This design comes from an exercise in tuning for small area and a short achievable clock period on the open sky130 flow, not from production work.
In this exercise RTL edits were held to simulation tests only and were not proved equivalent to the original.

main:
Design QPSK_Symbol_Timing_Sync_Top, start of the top module:
module QPSK_Symbol_Timing_Sync_Top #(
    parameter DATA_WIDTH   = 16,
    parameter MU_WIDTH     = 10,
    parameter MU_FRAC      = 9,
    parameter COEFF_WIDTH  = 16,
    parameter ACC_WIDTH    = 32
)(
    input  wire                         clk,
    input  wire                         rst,
    input  wire signed [DATA_WIDTH-1:0] I_in,
    input  wire signed [DATA_WIDTH-1:0] Q_in,
    output wire signed [DATA_WIDTH-1:0] I_out,
    output wire signed [DATA_WIDTH-1:0] Q_out,
    output reg                          valid_out
);
    reg        [9:0]  mu;
    reg signed [10:0] mu_sum;
    reg               uf;
    reg               mu_nx9;    
    reg signed [9:0]  vk;        
    wire [9:0]  mu_next = {mu_sum[10] & ~mu_sum[9], mu_sum[8:0]};
    wire [10:0] mu_half = {1'b0, mu} + 11'd256;
    wire [10:0] ms_n;
    add_sk #(11) u_ms (.a(mu_half), .b({vk[9], vk}), .ci(1'b0), .s(ms_n), .co());
    always @(posedge clk or posedge rst) begin
        if (rst) begin
            mu     <= 10'd154;
            mu_sum <= 11'sd0;
            mu_nx9 <= 1'b0;
            uf     <= 1'b0;
        end else begin
            mu_sum <= ms_n;
            mu_nx9 <= ms_n[10] & ~ms_n[9];
            uf     <= mu_sum[10] | mu_sum[9];
            mu     <= mu_next;
        end
    end
    wire [10:0] mx = {ms_n[10] & ~ms_n[9], ms_n[8:0], 1'b0};
    wire [4:0]  aone_n, atwo_n, aneg_n;
    mu_square u_sq (.m({mu_nx9, mu_sum[8:0]}), .aone(aone_n), .atwo(atwo_n), .aneg(aneg_n));
    wire [4:0]  bone_n, btwo_n, bneg_n;
    genvar k;
    generate for (k = 0; k < 5; k = k + 1) begin : enc
        assign bneg_n[k] = mx[2*k+2];
        assign bone_n[k] = mx[2*k+1] ^ mx[2*k];
  ...
Size: ~3700 cells after synthesis, about 67 I/O pins.
export LEC_CHECK = 0
export ABC_AREA = 1
export CAP_MARGIN = 0
export CORE_MARGIN = 2
export CORE_UTILIZATION = 48
export SLEW_MARGIN = 0
create_clock -name core_clock -period 14.0 [get_ports {clk}]
standard.sh (not shown) runs the stock make flow with config.mk's settings and CLKGATE_MAP_FILE= SYNTH_SCRIPT=/design/flow/synth_recipe.tcl, a recipe that flattens the netlist after the stock synthesis.
==> flow/flow/run.sh <==
#!/bin/bash
# Standard synthesis; then full-adder polarities chosen so that fewer
# inverters sit between full adders (flow/polar.py, registers untouched);
# then the standard layout with plain buffers on the ports and timing repair
# aimed at a shorter period than the clock (the constraints themselves are
# unchanged).
set -euo pipefail
bash standard.sh synth > synth.log 2>&1
R=orfs/results/${FLOW_PLATFORM:-sky130hd}/QPSK_Symbol_Timing_Sync_Top/base
cp "$R/1_2_yosys.v" "$R/1_2_yosys.std.v"
python3 flow/polar.py "$R/1_2_yosys.std.v" "$R/1_2_yosys.v" > polar.log 2>&1
export BUFFER_PORTS_ARGS="-buffer_cell sky130_fd_sc_hd__buf_2"
bash standard.sh SETUP_SLACK_MARGIN=9.7 finish > layout.log 2>&1
Other scripts of this flow, unchanged in this note and not shown: flow/flow/polar.py
Setup changes, main to the feature branch
- CORE_UTILIZATION: 48 -> 40
### Flow results
There was hardly any difference in final critical delay including setup and external delays between the feature branch and main.
| share of the clock period used by the worst path | the feature branch vs main | ≈ equal |
Length of routed wiring on met1, the feature branch and main: lower on the feature branch
sky130_fd_sc_hd__fa_1 as the slowest cell on the critical path was reported by main, and sky130_fd_sc_hd__ha_1 by the feature branch.
| design area | the feature branch vs main | worse |
Of the two values seen for termination of the worst setup path, u_chi.Dn[15] was produced by the feature branch and u_chi.c[0] by main.

---

job 9061:
QPSK_Symbol_Timing_Sync_Top again, from the RTL that the note above started with.
export LEC_CHECK = 0
export ABC_AREA = 1
export CAP_MARGIN = 0
export CORE_MARGIN = 2
export CORE_UTILIZATION = 40
export SLEW_MARGIN = 0
create_clock -name core_clock -period 14.0 [get_ports {clk}]
==> flow/flow/run.sh <==
#!/bin/bash
# Standard synthesis, then the standard layout with plain buffers on the
# ports and timing repair aimed at a shorter period than the clock (the
# constraints themselves are unchanged).
set -euo pipefail
bash standard.sh synth > synth.log 2>&1
export BUFFER_PORTS_ARGS="-buffer_cell sky130_fd_sc_hd__buf_2"
bash standard.sh SETUP_SLACK_MARGIN=9.8 REMOVE_ABC_BUFFERS=1 finish > layout.log 2>&1
Changes in job 2705 relative to job 9061:
- setting CTS_BUF_LIST to sky130_fd_sc_hd__clkbuf_4 sky130_fd_sc_hd__clkbuf_8 for the first time
-- flow/flow/run.sh --
<<< job 9061, line 7
export BUFFER_PORTS_ARGS="-buffer_cell sky130_fd_sc_hd__buf_2"
bash standard.sh SETUP_SLACK_MARGIN=9.8 REMOVE_ABC_BUFFERS=1 finish > layout.log 2>&1
>>> job 2705, line 7
export BUFFER_PORTS_ARGS="-buffer_cell sky130_fd_sc_hd__buf_2"
bash standard.sh SETUP_SLACK_MARGIN=9.8 finish > layout.log 2>&1
### Flow results
Result: PASS for each of job 2705 and job 9061. On job 2705: antenna cell count is 3 higher than what job 9061 gave. Comparing job 9061 against job 2705, there is no change at all in count of state elements after synthesis. Routed wire length of job 2705 exceeds that of job 9061 slightly. On final-layout non-clock buffer area share, job 2705 tracks job 9061 almost exactly.
### job 2705 -> job 3456
- changing SLEW_MARGIN from 0 to 20
- changing CAP_MARGIN from 0 to 20
- removing CTS_BUF_LIST (formerly sky130_fd_sc_hd__clkbuf_4 sky130_fd_sc_hd__clkbuf_8)
Results
Relative to job 2705, worst hold-check slack has increased by 0.0083 ns in job 3456. Going from job 2705 to job 3456, clock insertion delay at the later pin of the skew report -0.08 ns. Between job 3456 and job 2705, it is job 3456 whose global routing usage summed across all routing layers is lower, by 0.26 points. Re non-clock buffer count: job 2705 and job 3456 aren't equal, and the lower value belongs to job 3456. Job 2705 tops out at a lower clock frequency than job 3456.
--- input diff job 3456..job 6444 ---
- CORE_UTILIZATION: 40 -> 55
-- flow/flow/run.sh --
<<< job 3456, line 7
export BUFFER_PORTS_ARGS="-buffer_cell sky130_fd_sc_hd__buf_2"
bash standard.sh SETUP_SLACK_MARGIN=9.8 finish > layout.log 2>&1
>>> job 6444, line 7
export BUFFER_PORTS_ARGS="-buffer_cell sky130_fd_sc_hd__buf_2"
bash standard.sh SETUP_SLACK_MARGIN=10.0 finish > layout.log 2>&1
==> run notes <==
When the final numbers for job 6444 and job 3456 were put side by side, the initial cell density of the core turned out to be greater in job 6444. NOTE: post-layout minimum cycle time in job 6444 falls short of that of job 3456. Job 6444 ended up with a lower area of placed instances than job 3456 did.
> inputs changed (job 6444 -> job 1870)
- SLEW_MARGIN now 0, was 20
- CAP_MARGIN now 0, was 20
-- flow/flow/run.sh --
<<< job 6444, line 7
export BUFFER_PORTS_ARGS="-buffer_cell sky130_fd_sc_hd__buf_2"
bash standard.sh SETUP_SLACK_MARGIN=10.0 finish > layout.log 2>&1
>>> job 1870, line 7
export BUFFER_PORTS_ARGS="-buffer_cell sky130_fd_sc_hd__buf_2"
bash standard.sh SETUP_SLACK_MARGIN=9.8 finish > layout.log 2>&1
==> comparison <==
A worst setup path startpoint of u_chq.aone[1]$_DFF_P_ is what job 1870 shows, while u_chq.aone[2]$_DFF_P_ belongs to job 6444.
Status: number of standard cells in the layout, taps in and fillers out parity (job 1870, job 6444)
The multiplexer share of the synthesized area was comparable across job 6444 and job 1870.
Job 1870 ends up with lower non-clock buffer count than job 6444 does.
Status: worst hold-check slack parity (job 6444, job 1870)

separate check: timing with driven ports:
How much do the figures lean on ideal ports? The routed layouts below were timed once more, with nothing changed but the port constraints.
Step 1, drivers: a clkbuf_16 drives clk and a buf_2 each remaining input, both assumed.
Step 2 also shifts input and output timing later by t, the mid clock arrival at the registers, as if the neighbouring blocks saw the same clock.
Three values: ideal ports, drivers, drivers and shift; two values: the first two.
run	t (ns)	setup WS [ns]	worst setup path at the end	latest minus earliest clock arrival (ns)	worst data-port slew with drivers (ns)
main	0.647	9.915 / 9.915 / 9.341	input to register	0.032 / 0.032	0.05
the feature branch	0.651	9.916 / 9.907 / 9.256	input to register	0.028 / 0.027	0.07
job 9061	0.663	9.851 / 9.851 / 9.347	input to register	0.028 / 0.027	0.05
job 2705	0.736	9.873 / 9.812 / 9.350	input to register	0.052 / 0.053	0.05
job 3456	0.649	9.914 / 9.858 / 9.367	input to register	0.061 / 0.061	0.05
job 6444	0.655	9.947 / 9.947 / 9.460	input to register	0.031 / 0.032	0.05
job 1870	0.640	9.881 / 9.881 / 9.348	input to register	0.017 / 0.018	0.05
After both steps setup and hold are still met in every run listed. For the feature branch, which loses most, drivers alone change the setup slack by -0.009 ns; drivers and shift together by -0.660 ns.
